Source: an optimization exercise on an open RTL-to-GDS flow (aim: a short achievable clock period and few clock cycles). Production flows keep margins and buffers that such runs may drop.
At most, simulation tests tie the RTL to the original design; equivalence was not proved.
Power is estimated from default activity; no workload was simulated.

==> inputs of job 7132 <==
## vericlash_cpu
module vericlash_cpu (
    input  wire        clk,
    input  wire        rst,
    output wire [9:0]  imem_addr,
    input  wire [31:0] imem_rdata,
    output wire [9:0]  dmem_addr,
    output wire [31:0] dmem_wdata,
    output wire        dmem_we,
    input  wire [31:0] dmem_rdata,
    output wire        halted
);
clock: 12.0 ns
lec_check: 0
abc_clock_period_in_ps: 2500
cap_margin: 20
core_margin: 2
core_utilization: 40
place_density: 0.6
slew_margin: 20
standard.sh (not shown) runs the stock make flow with config.mk's settings and CLKGATE_MAP_FILE= SYNTH_SCRIPT=/design/flow/synth_recipe.tcl, a recipe that flattens the netlist after the stock synthesis.
==> flow/flow/run.sh <==
#!/bin/bash
set -euo pipefail
cd "$(dirname "$0")/.."
MARGIN=${MARGIN:-9}
bash standard.sh synth > synth.log 2>&1
bash standard.sh SETUP_SLACK_MARGIN=$MARGIN finish > layout.log 2>&1
==> job 7794: changes against job 7132 <==
--- a/flow/design.v
+++ b/flow/design.v
@@ -22,14 +22,15 @@
     reg          e_valid;
     reg  [3:0]   e_op;
     reg  [3:0]   e_rd;
     reg          e_wr, e_late, e_mul, e_lod, e_str, e_hlt, e_br;
     reg  [15:0]  e_imm;
     reg  [9:0]   e_pcp1;
-    reg  [31:0]  e_a, e_b, e_d;
-    reg          e_fa_em, e_fa_mw, e_fb_em, e_fb_mw, e_fd_em, e_fd_mw;
+    reg  [31:0]  e_a, e_b, e_d;      
+    reg  [31:0]  e_ma, e_mb;         
+    reg  [9:0]   e_aa;               
     reg          m_valid, m_wr, m_mul, m_lod;
     reg  [3:0]   m_rd;
     reg  [31:0]  em_res;
     reg  [9:0]   m_addr;
     reg  [31:0]  m_wdata;
     reg          m_we;
@@ -38,18 +39,20 @@
     reg  [3:0]   w_rd;
     reg  [31:0]  mw_res;
     reg  [31:0]  w_ms, w_mc;
     reg  [511:0] regs;           
     reg  [15:0]  zf;             
     reg          halted_q;
+    reg  [31:0]  result;          
     reg          e_fz, e_fz_ok;   
     wire [31:0] mul_final = w_ms + w_mc;
     wire [31:0] w_value   = w_mul ? mul_final : mw_res;
     wire        w_we      = w_valid & w_wr;
     wire        mw_zero   = (mw_res == 32'd0);
-    wire        w_zero    = (w_value == 32'd0);
+    wire        mul_zero  = ((w_ms ^ w_mc) == {w_ms[30:0] | w_mc[30:0], 1'b0});
+    wire        w_zero    = w_mul ? mul_zero : mw_zero;
     wire [3:0]  d_op = d_ir[31:28];
     wire [3:0]  d_rd = d_ir[27:24];
     wire [3:0]  d_ra = d_ir[23:20];
     wire [3:0]  d_rb = d_ir[19:16];
     reg d_uses_a, d_uses_b, d_uses_d, d_wr;
     always @(*) begin
@@ -82,25 +85,28 @@
     wire b_stall = b_hitE ? e_late : (b_hitM & m_mul);
     wire x_stall = x_hitE ? e_late : (x_hitM & m_mul);
     wire stall = d_valid & ((d_uses_a & a_stall) | (d_uses_b & b_stall) | (d_uses_d & x_stall));
     wire [31:0] rf_a = regs[d_ra*32 +: 32];
     wire [31:0] rf_b = regs[d_rb*32 +: 32];
     wire [31:0] rf_d = regs[d_rd*32 +: 32];
-    wire [31:0] d_a = a_hitW ? w_value : rf_a;
-    wire [31:0] d_b = b_hitW ? w_value : rf_b;
-    wire [31:0] d_d = x_hitW ? w_value : rf_d;
+    wire [31:0] m_value = m_lod ? dmem_rdata : em_res;
+    wire [31:0] d_a0 = a_hitM ? m_value : a_hitW ? w_value : rf_a;
+    wire [31:0] d_b0 = b_hitM ? m_value : b_hitW ? w_value : rf_b;
+    wire [31:0] d_d0 = x_hitM ? m_value : x_hitW ? w_value : rf_d;
+    wire [31:0] d_a  = a_hitE ? result : d_a0;
+    wire [31:0] d_b  = b_hitE ? result : d_b0;
+    wire [31:0] d_d  = x_hitE ? result : d_d0;
     wire em_zero    = (em_res == 32'd0);
     wire d_br_known = x_hitE ? e_fz_ok : x_hitM ? ~m_lod : x_hitW ? ~w_mul : 1'b1;
     wire d_zero     = x_hitE ? e_fz : x_hitM ? em_zero : x_hitW ? mw_zero : zf[d_rd];
     wire d_taken    = (d_op == OP_JEZ) ? d_zero : ~d_zero;
     wire d_pred     = (d_op == OP_JNZ);
-    wire [31:0] a = e_fa_em ? em_res : e_fa_mw ? mw_res : e_a;
-    wire [31:0] b = e_fb_em ? em_res : e_fb_mw ? mw_res : e_b;
-    wire [31:0] d = e_fd_em ? em_res : e_fd_mw ? mw_res : e_d;
+    wire [31:0] a = e_a;
+    wire [31:0] b = e_b;
+    wire [31:0] d = e_d;
     wire [31:0] imm = {{16{e_imm[15]}}, e_imm};
-    reg [31:0] result;
     always @(*) begin
         case (e_op)
             OP_MOV: result = a;
             OP_MVI: result = imm;
             OP_ADD: result = a + b;
             OP_SUB: result = a - b;
@@ -130,13 +136,13 @@
     wire e_pred  = (e_op == OP_JNZ);
     wire e_redirect = e_valid & e_br & (e_taken != e_pred);
     wire [9:0] e_target = e_taken ? e_imm[9:0] : e_pcp1;
     wire d_redirect = d_valid & d_br & d_br_known & (d_taken != d_pred) & ~e_redirect;
     wire [9:0] d_target = d_taken ? d_ir[9:0] : d_pcp1;
     wire [N1-1:0] mp1;
-    mul_st1 u_mul1 (.a(a), .b(b), .o(mp1));
+    mul_st1 u_mul1 (.a(e_ma), .b(e_mb), .o(mp1));
     wire [31:0] ms2, mc2;
     mul_st2 u_mul2 (.p(m_mp), .s(ms2), .c(mc2));
     wire d_hold = stall | (d_valid & d_hlt) | hlt_seen;
     wire f_take = imem_rdata[31] & imem_rdata[30] & imem_rdata[29];   
     wire [9:0] pc_p1 = pc + 10'd1;
     always @(posedge clk) begin
@@ -182,18 +188,18 @@
         e_br   <= d_br & ~d_br_known;
         e_imm  <= d_ir[15:0];
         e_pcp1 <= d_pcp1;
         e_a    <= d_a;
         e_b    <= d_b;
         e_d    <= d_d;
-        e_fa_em <= a_hitE;
-        e_fa_mw <= ~a_hitE & a_hitM;
-        e_fb_em <= b_hitE;
-        e_fb_mw <= ~b_hitE & b_hitM;
-        e_fd_em <= x_hitE;
-        e_fd_mw <= ~x_hitE & x_hitM;
+        if (d_mul) begin
+            e_ma <= d_a;
+            e_mb <= d_b;
+        end
+        if (d_lod | (d_op == OP_STR))
+            e_aa <= d_a[9:0];
     end
     always @(posedge clk) begin
         if (rst) begin
             m_valid <= 1'b0;
             m_we    <= 1'b0;
         end else begin
@@ -202,13 +208,13 @@
         end
         m_wr    <= e_wr;
         m_mul   <= e_mul;
         m_lod   <= e_lod;
         m_rd    <= e_rd;
         em_res  <= result;
-        m_addr  <= a[9:0] + e_imm[9:0];
+        m_addr  <= e_aa + e_imm[9:0];
         m_wdata <= d;
         m_mp    <= mp1;
     end
     always @(posedge clk) begin
         if (rst)
             w_valid <= 1'b0;
--- a/flow/config.mk
+++ b/flow/config.mk
@@ -5,9 +5,11 @@
 export SDC_FILE = /design/flow/constraint.sdc
 export NUM_CORES = 4
 export LEC_CHECK = 0
 export ABC_CLOCK_PERIOD_IN_PS = 2500
 export CAP_MARGIN = 20
 export CORE_MARGIN = 2
-export CORE_UTILIZATION = 40
-export PLACE_DENSITY = 0.6
+export CORE_UTILIZATION = 55
+export CTS_CLUSTER_DIAMETER = 80
+export CTS_CLUSTER_SIZE = 30
+export PLACE_DENSITY = 0.7
 export SLEW_MARGIN = 20
==> job 2533: changes against job 7132 <==
--- a/flow/design.v
+++ b/flow/design.v
@@ -22,14 +22,15 @@
     reg          e_valid;
     reg  [3:0]   e_op;
     reg  [3:0]   e_rd;
     reg          e_wr, e_late, e_mul, e_lod, e_str, e_hlt, e_br;
     reg  [15:0]  e_imm;
     reg  [9:0]   e_pcp1;
-    reg  [31:0]  e_a, e_b, e_d;
-    reg          e_fa_em, e_fa_mw, e_fb_em, e_fb_mw, e_fd_em, e_fd_mw;
+    reg  [31:0]  e_a, e_b, e_d;      
+    reg  [31:0]  e_ma, e_mb;         
+    reg  [9:0]   e_aa;               
     reg          m_valid, m_wr, m_mul, m_lod;
     reg  [3:0]   m_rd;
     reg  [31:0]  em_res;
     reg  [9:0]   m_addr;
     reg  [31:0]  m_wdata;
     reg          m_we;
@@ -38,18 +39,20 @@
     reg  [3:0]   w_rd;
     reg  [31:0]  mw_res;
     reg  [31:0]  w_ms, w_mc;
     reg  [511:0] regs;           
     reg  [15:0]  zf;             
     reg          halted_q;
+    reg  [31:0]  result;          
     reg          e_fz, e_fz_ok;   
     wire [31:0] mul_final = w_ms + w_mc;
     wire [31:0] w_value   = w_mul ? mul_final : mw_res;
     wire        w_we      = w_valid & w_wr;
     wire        mw_zero   = (mw_res == 32'd0);
-    wire        w_zero    = (w_value == 32'd0);
+    wire        mul_zero  = ((w_ms ^ w_mc) == {w_ms[30:0] | w_mc[30:0], 1'b0});
+    wire        w_zero    = w_mul ? mul_zero : mw_zero;
     wire [3:0]  d_op = d_ir[31:28];
     wire [3:0]  d_rd = d_ir[27:24];
     wire [3:0]  d_ra = d_ir[23:20];
     wire [3:0]  d_rb = d_ir[19:16];
     reg d_uses_a, d_uses_b, d_uses_d, d_wr;
     always @(*) begin
@@ -82,25 +85,28 @@
     wire b_stall = b_hitE ? e_late : (b_hitM & m_mul);
     wire x_stall = x_hitE ? e_late : (x_hitM & m_mul);
     wire stall = d_valid & ((d_uses_a & a_stall) | (d_uses_b & b_stall) | (d_uses_d & x_stall));
     wire [31:0] rf_a = regs[d_ra*32 +: 32];
     wire [31:0] rf_b = regs[d_rb*32 +: 32];
     wire [31:0] rf_d = regs[d_rd*32 +: 32];
-    wire [31:0] d_a = a_hitW ? w_value : rf_a;
-    wire [31:0] d_b = b_hitW ? w_value : rf_b;
-    wire [31:0] d_d = x_hitW ? w_value : rf_d;
+    wire [31:0] m_value = m_lod ? dmem_rdata : em_res;
+    wire [31:0] d_a0 = a_hitM ? m_value : a_hitW ? w_value : rf_a;
+    wire [31:0] d_b0 = b_hitM ? m_value : b_hitW ? w_value : rf_b;
+    wire [31:0] d_d0 = x_hitM ? m_value : x_hitW ? w_value : rf_d;
+    wire [31:0] d_a  = a_hitE ? result : d_a0;
+    wire [31:0] d_b  = b_hitE ? result : d_b0;
+    wire [31:0] d_d  = x_hitE ? result : d_d0;
     wire em_zero    = (em_res == 32'd0);
     wire d_br_known = x_hitE ? e_fz_ok : x_hitM ? ~m_lod : x_hitW ? ~w_mul : 1'b1;
     wire d_zero     = x_hitE ? e_fz : x_hitM ? em_zero : x_hitW ? mw_zero : zf[d_rd];
     wire d_taken    = (d_op == OP_JEZ) ? d_zero : ~d_zero;
     wire d_pred     = (d_op == OP_JNZ);
-    wire [31:0] a = e_fa_em ? em_res : e_fa_mw ? mw_res : e_a;
-    wire [31:0] b = e_fb_em ? em_res : e_fb_mw ? mw_res : e_b;
-    wire [31:0] d = e_fd_em ? em_res : e_fd_mw ? mw_res : e_d;
+    wire [31:0] a = e_a;
+    wire [31:0] b = e_b;
+    wire [31:0] d = e_d;
     wire [31:0] imm = {{16{e_imm[15]}}, e_imm};
-    reg [31:0] result;
     always @(*) begin
         case (e_op)
             OP_MOV: result = a;
             OP_MVI: result = imm;
             OP_ADD: result = a + b;
             OP_SUB: result = a - b;
@@ -130,13 +136,13 @@
     wire e_pred  = (e_op == OP_JNZ);
     wire e_redirect = e_valid & e_br & (e_taken != e_pred);
     wire [9:0] e_target = e_taken ? e_imm[9:0] : e_pcp1;
     wire d_redirect = d_valid & d_br & d_br_known & (d_taken != d_pred) & ~e_redirect;
     wire [9:0] d_target = d_taken ? d_ir[9:0] : d_pcp1;
     wire [N1-1:0] mp1;
-    mul_st1 u_mul1 (.a(a), .b(b), .o(mp1));
+    mul_st1 u_mul1 (.a(e_ma), .b(e_mb), .o(mp1));
     wire [31:0] ms2, mc2;
     mul_st2 u_mul2 (.p(m_mp), .s(ms2), .c(mc2));
     wire d_hold = stall | (d_valid & d_hlt) | hlt_seen;
     wire f_take = imem_rdata[31] & imem_rdata[30] & imem_rdata[29];   
     wire [9:0] pc_p1 = pc + 10'd1;
     always @(posedge clk) begin
@@ -182,18 +188,18 @@
         e_br   <= d_br & ~d_br_known;
         e_imm  <= d_ir[15:0];
         e_pcp1 <= d_pcp1;
         e_a    <= d_a;
         e_b    <= d_b;
         e_d    <= d_d;
-        e_fa_em <= a_hitE;
-        e_fa_mw <= ~a_hitE & a_hitM;
-        e_fb_em <= b_hitE;
-        e_fb_mw <= ~b_hitE & b_hitM;
-        e_fd_em <= x_hitE;
-        e_fd_mw <= ~x_hitE & x_hitM;
+        if (d_mul) begin
+            e_ma <= d_a;
+            e_mb <= d_b;
+        end
+        if (d_lod | (d_op == OP_STR))
+            e_aa <= d_a[9:0];
     end
     always @(posedge clk) begin
         if (rst) begin
             m_valid <= 1'b0;
             m_we    <= 1'b0;
         end else begin
@@ -202,13 +208,13 @@
         end
         m_wr    <= e_wr;
         m_mul   <= e_mul;
         m_lod   <= e_lod;
         m_rd    <= e_rd;
         em_res  <= result;
-        m_addr  <= a[9:0] + e_imm[9:0];
+        m_addr  <= e_aa + e_imm[9:0];
         m_wdata <= d;
         m_mp    <= mp1;
     end
     always @(posedge clk) begin
         if (rst)
             w_valid <= 1'b0;
==> job 8781: changes against job 7132 <==
--- a/flow/design.v
+++ b/flow/design.v
@@ -16,20 +16,22 @@
     localparam N1 = 338;
     reg  [9:0]   pc;             
     reg          hlt_seen;       
     reg          d_valid;
     reg  [31:0]  d_ir;
     reg  [9:0]   d_pcp1;
+    reg          d_pred;         
     reg          e_valid;
     reg  [3:0]   e_op;
     reg  [3:0]   e_rd;
     reg          e_wr, e_late, e_mul, e_lod, e_str, e_hlt, e_br;
     reg  [15:0]  e_imm;
     reg  [9:0]   e_pcp1;
-    reg  [31:0]  e_a, e_b, e_d;
-    reg          e_fa_em, e_fa_mw, e_fb_em, e_fb_mw, e_fd_em, e_fd_mw;
+    reg  [31:0]  e_a, e_b, e_d;      
+    reg  [31:0]  e_ma, e_mb;         
+    reg  [9:0]   e_aa;               
     reg          m_valid, m_wr, m_mul, m_lod;
     reg  [3:0]   m_rd;
     reg  [31:0]  em_res;
     reg  [9:0]   m_addr;
     reg  [31:0]  m_wdata;
     reg          m_we;
@@ -38,18 +40,20 @@
     reg  [3:0]   w_rd;
     reg  [31:0]  mw_res;
     reg  [31:0]  w_ms, w_mc;
     reg  [511:0] regs;           
     reg  [15:0]  zf;             
     reg          halted_q;
+    reg  [31:0]  result;          
     reg          e_fz, e_fz_ok;   
     wire [31:0] mul_final = w_ms + w_mc;
     wire [31:0] w_value   = w_mul ? mul_final : mw_res;
     wire        w_we      = w_valid & w_wr;
     wire        mw_zero   = (mw_res == 32'd0);
-    wire        w_zero    = (w_value == 32'd0);
+    wire        mul_zero  = ((w_ms ^ w_mc) == {w_ms[30:0] | w_mc[30:0], 1'b0});
+    wire        w_zero    = w_mul ? mul_zero : mw_zero;
     wire [3:0]  d_op = d_ir[31:28];
     wire [3:0]  d_rd = d_ir[27:24];
     wire [3:0]  d_ra = d_ir[23:20];
     wire [3:0]  d_rb = d_ir[19:16];
     reg d_uses_a, d_uses_b, d_uses_d, d_wr;
     always @(*) begin
@@ -82,25 +86,41 @@
     wire b_stall = b_hitE ? e_late : (b_hitM & m_mul);
     wire x_stall = x_hitE ? e_late : (x_hitM & m_mul);
     wire stall = d_valid & ((d_uses_a & a_stall) | (d_uses_b & b_stall) | (d_uses_d & x_stall));
     wire [31:0] rf_a = regs[d_ra*32 +: 32];
     wire [31:0] rf_b = regs[d_rb*32 +: 32];
     wire [31:0] rf_d = regs[d_rd*32 +: 32];
-    wire [31:0] d_a = a_hitW ? w_value : rf_a;
-    wire [31:0] d_b = b_hitW ? w_value : rf_b;
-    wire [31:0] d_d = x_hitW ? w_value : rf_d;
+    wire [31:0] m_value = m_lod ? dmem_rdata : em_res;
+    wire [31:0] d_a0 = a_hitM ? m_value : a_hitW ? w_value : rf_a;
+    wire [31:0] d_b0 = b_hitM ? m_value : b_hitW ? w_value : rf_b;
+    wire [31:0] d_d0 = x_hitM ? m_value : x_hitW ? w_value : rf_d;
+    wire [31:0] d_a  = a_hitE ? result : d_a0;
+    wire [31:0] d_b  = b_hitE ? result : d_b0;
+    wire [31:0] d_d  = x_hitE ? result : d_d0;
     wire em_zero    = (em_res == 32'd0);
-    wire d_br_known = x_hitE ? e_fz_ok : x_hitM ? ~m_lod : x_hitW ? ~w_mul : 1'b1;
-    wire d_zero     = x_hitE ? e_fz : x_hitM ? em_zero : x_hitW ? mw_zero : zf[d_rd];
+    wire d_br_known = x_hitE ? e_fz_ok : x_hitM ? ~(m_lod | m_mul) : 1'b1;
+    wire d_zero     = x_hitE ? e_fz : x_hitM ? em_zero : x_hitW ? w_zero : zf[d_rd];
     wire d_taken    = (d_op == OP_JEZ) ? d_zero : ~d_zero;
-    wire d_pred     = (d_op == OP_JNZ);
-    wire [31:0] a = e_fa_em ? em_res : e_fa_mw ? mw_res : e_a;
-    wire [31:0] b = e_fb_em ? em_res : e_fb_mw ? mw_res : e_b;
-    wire [31:0] d = e_fd_em ? em_res : e_fd_mw ? mw_res : e_d;
+    reg d_fz, d_fz_ok;
+    always @(*) begin
+        d_fz_ok = d_valid & ~(d_uses_a & a_hitE) & ~(d_uses_b & b_hitE);
+        case (d_op)
+            OP_MOV: d_fz = (d_a0 == 32'd0);
+            OP_MVI: d_fz = (d_ir[15:0] == 16'd0);
+            OP_ADD: d_fz = ((d_a0 ^ d_b0) == {d_a0[30:0] | d_b0[30:0], 1'b0});
+            OP_SUB: d_fz = (d_a0 == d_b0);
+            OP_AND: d_fz = ((d_a0 & d_b0) == 32'd0);
+            OP_ORR: d_fz = ((d_a0 | d_b0) == 32'd0);
+            OP_NOT: d_fz = (d_a0 != 32'd0);
+            default: begin d_fz = 1'b0; d_fz_ok = 1'b0; end
+        endcase
+    end
+    wire [31:0] a = e_a;
+    wire [31:0] b = e_b;
+    wire [31:0] d = e_d;
     wire [31:0] imm = {{16{e_imm[15]}}, e_imm};
-    reg [31:0] result;
     always @(*) begin
         case (e_op)
             OP_MOV: result = a;
             OP_MVI: result = imm;
             OP_ADD: result = a + b;
             OP_SUB: result = a - b;
@@ -124,23 +144,33 @@
             OP_NOT: e_fz = (a != 32'd0);
             default: begin e_fz = 1'b0; e_fz_ok = 1'b0; end
         endcase
     end
     wire e_zero  = (d == 32'd0);
     wire e_taken = (e_op == OP_JEZ) ? e_zero : ~e_zero;
-    wire e_pred  = (e_op == OP_JNZ);
+    reg  e_pred;
     wire e_redirect = e_valid & e_br & (e_taken != e_pred);
     wire [9:0] e_target = e_taken ? e_imm[9:0] : e_pcp1;
     wire d_redirect = d_valid & d_br & d_br_known & (d_taken != d_pred) & ~e_redirect;
     wire [9:0] d_target = d_taken ? d_ir[9:0] : d_pcp1;
     wire [N1-1:0] mp1;
-    mul_st1 u_mul1 (.a(a), .b(b), .o(mp1));
+    mul_st1 u_mul1 (.a(e_ma), .b(e_mb), .o(mp1));
     wire [31:0] ms2, mc2;
     mul_st2 u_mul2 (.p(m_mp), .s(ms2), .c(mc2));
     wire d_hold = stall | (d_valid & d_hlt) | hlt_seen;
-    wire f_take = imem_rdata[31] & imem_rdata[30] & imem_rdata[29];   
+    wire [3:0] f_op = imem_rdata[31:28];
+    wire [3:0] f_rd = imem_rdata[27:24];
+    wire f_pD = d_valid & d_wr & (d_rd == f_rd);
+    wire f_pE = e_valid & e_wr & (e_rd == f_rd);
+    wire f_pM = m_valid & m_wr & (m_rd == f_rd);
+    wire f_pW = w_we & (w_rd == f_rd);
+    wire f_known = f_pD ? d_fz_ok : f_pE ? e_fz_ok : f_pM ? ~(m_lod | m_mul) : 1'b1;
+    wire f_zero  = f_pD ? d_fz : f_pE ? e_fz : f_pM ? em_zero : f_pW ? w_zero : zf[f_rd];
+    wire f_jnz_t = f_known ? ~f_zero : 1'b1;
+    wire f_jez_t = f_known ? f_zero : 1'b0;
+    wire f_take  = (f_op == OP_JMP) | ((f_op == OP_JNZ) & f_jnz_t) | ((f_op == OP_JEZ) & f_jez_t);
     wire [9:0] pc_p1 = pc + 10'd1;
     always @(posedge clk) begin
         if (rst)
             pc <= 10'd0;
         else if (e_redirect)
             pc <= e_target;
@@ -161,12 +191,13 @@
             if (d_valid & d_hlt & ~e_redirect)
                 hlt_seen <= 1'b1;
         end
         if (!stall) begin
             d_ir   <= imem_rdata;
             d_pcp1 <= pc_p1;
+            d_pred <= f_take;
         end
     end
     always @(posedge clk) begin
         if (rst)
             e_valid <= 1'b0;
         else
@@ -179,21 +210,22 @@
         e_lod  <= d_lod;
         e_str  <= (d_op == OP_STR);
         e_hlt  <= d_hlt;
         e_br   <= d_br & ~d_br_known;
         e_imm  <= d_ir[15:0];
         e_pcp1 <= d_pcp1;
+        e_pred <= d_pred;
         e_a    <= d_a;
         e_b    <= d_b;
         e_d    <= d_d;
-        e_fa_em <= a_hitE;
-        e_fa_mw <= ~a_hitE & a_hitM;
-        e_fb_em <= b_hitE;
-        e_fb_mw <= ~b_hitE & b_hitM;
-        e_fd_em <= x_hitE;
-        e_fd_mw <= ~x_hitE & x_hitM;
+        if (d_mul) begin
+            e_ma <= d_a;
+            e_mb <= d_b;
+        end
+        if (d_lod | (d_op == OP_STR))
+            e_aa <= d_a[9:0];
     end
     always @(posedge clk) begin
         if (rst) begin
             m_valid <= 1'b0;
             m_we    <= 1'b0;
         end else begin
@@ -202,13 +234,13 @@
         end
         m_wr    <= e_wr;
         m_mul   <= e_mul;
         m_lod   <= e_lod;
         m_rd    <= e_rd;
         em_res  <= result;
-        m_addr  <= a[9:0] + e_imm[9:0];
+        m_addr  <= e_aa + e_imm[9:0];
         m_wdata <= d;
         m_mp    <= mp1;
     end
     always @(posedge clk) begin
         if (rst)
             w_valid <= 1'b0;
--- a/flow/config.mk
+++ b/flow/config.mk
@@ -5,9 +5,9 @@
 export SDC_FILE = /design/flow/constraint.sdc
 export NUM_CORES = 4
 export LEC_CHECK = 0
 export ABC_CLOCK_PERIOD_IN_PS = 2500
 export CAP_MARGIN = 20
 export CORE_MARGIN = 2
-export CORE_UTILIZATION = 40
-export PLACE_DENSITY = 0.6
+export CORE_UTILIZATION = 55
+export PLACE_DENSITY = 0.65
 export SLEW_MARGIN = 20
==> summary.txt <==
Finish
  • Multi-input gate share of total cell area: 0.529

Setup path
  • Crit path to: e_mb[31]$_DFFE_PP_
  • Critical path depth in cells: 15

Run status
  • Status: failed layout checks
  • Failed Checks: max-capacitance violations, max-slew violations

Power and ir drop
  • Int Pwr: 0.00758 W

Run
  • Max-capacitance violation count: 1

Timing
  • Final Max Slew Viols: 15
(the above is from job 7794)
==> summary.txt <==
Setup path
  • Crit path to: d_pred$_DFFE_PN_
  • Critical path depth in cells: 25

Finish
  • Multi-input gate share of total cell area: 0.524

Run status
  • Status: complete, no violations

Run
  • Max-capacitance violation count: 0

Timing
  • Final Max Slew Viols: 0
(the above is from job 8781)
==> summary.txt <==
Run
  • Max-capacitance violation count: 0

Run status
  • Status: complete, no violations

Timing
  • Final Max Slew Viols: 0

Power and ir drop
  • Int Pwr: 0.00717 W

Setup path
  • Critical path depth in cells: 17
(the above is from job 7132)
==> summary.txt <==
Run status
  • Status: complete, no violations

Finish
  • Multi-input gate share of total cell area: 0.508

Power and ir drop
  • Int Pwr: 0.00922 W

Setup path
  • Critical path depth in cells: 1
  • Crit path to: halted

Timing
  • Final Max Slew Viols: 0

Run
  • Max-capacitance violation count: 0
(the above is from job 2533)
Testbench counts of job 7794, summed over its fixed seeds: cycles 18,330.
Testbench counts of job 2533, summed over its fixed seeds: cycles 18,330.
Testbench counts of job 8781, summed over its fixed seeds: cycles 17,906.
No functional check of the RTL was part of job 7132.

## what the ideal ports hide
The flow's constraints put no driver on any port. The routed layouts listed below were extracted and timed again, unchanged, in two steps.
Step 1: set_driving_cell puts a clkbuf_16 on clk and a buf_2 on each other input, an assumption about the parent block.
Step 2, shift: input delay + t, output delay - t, t = (earliest + latest rising clock arrival at the registers) / 2. This alone moves slack from input paths to output paths.
Slacks: ideal / step 1 / step 2; pairs: ideal / step 1.
run | shift t [ns] | setup WS [ns] | worst register clock-pin slew, ns
job 7132 | 0.889 | 7.910 / 7.910 / 7.629 | 0.07 / 0.07
job 7794 | 0.790 | 8.245 / 8.245 / 7.813 | 0.12 / 0.12
job 2533 | 0.922 | 8.291 / 8.205 / 7.733 | 0.07 / 0.07
job 8781 | 0.869 | 6.514 / 6.514 / 5.719 | 0.08 / 0.08
For job 8781, which loses most, drivers alone change the setup slack by 0.000 ns; drivers and shift together by -0.795 ns.
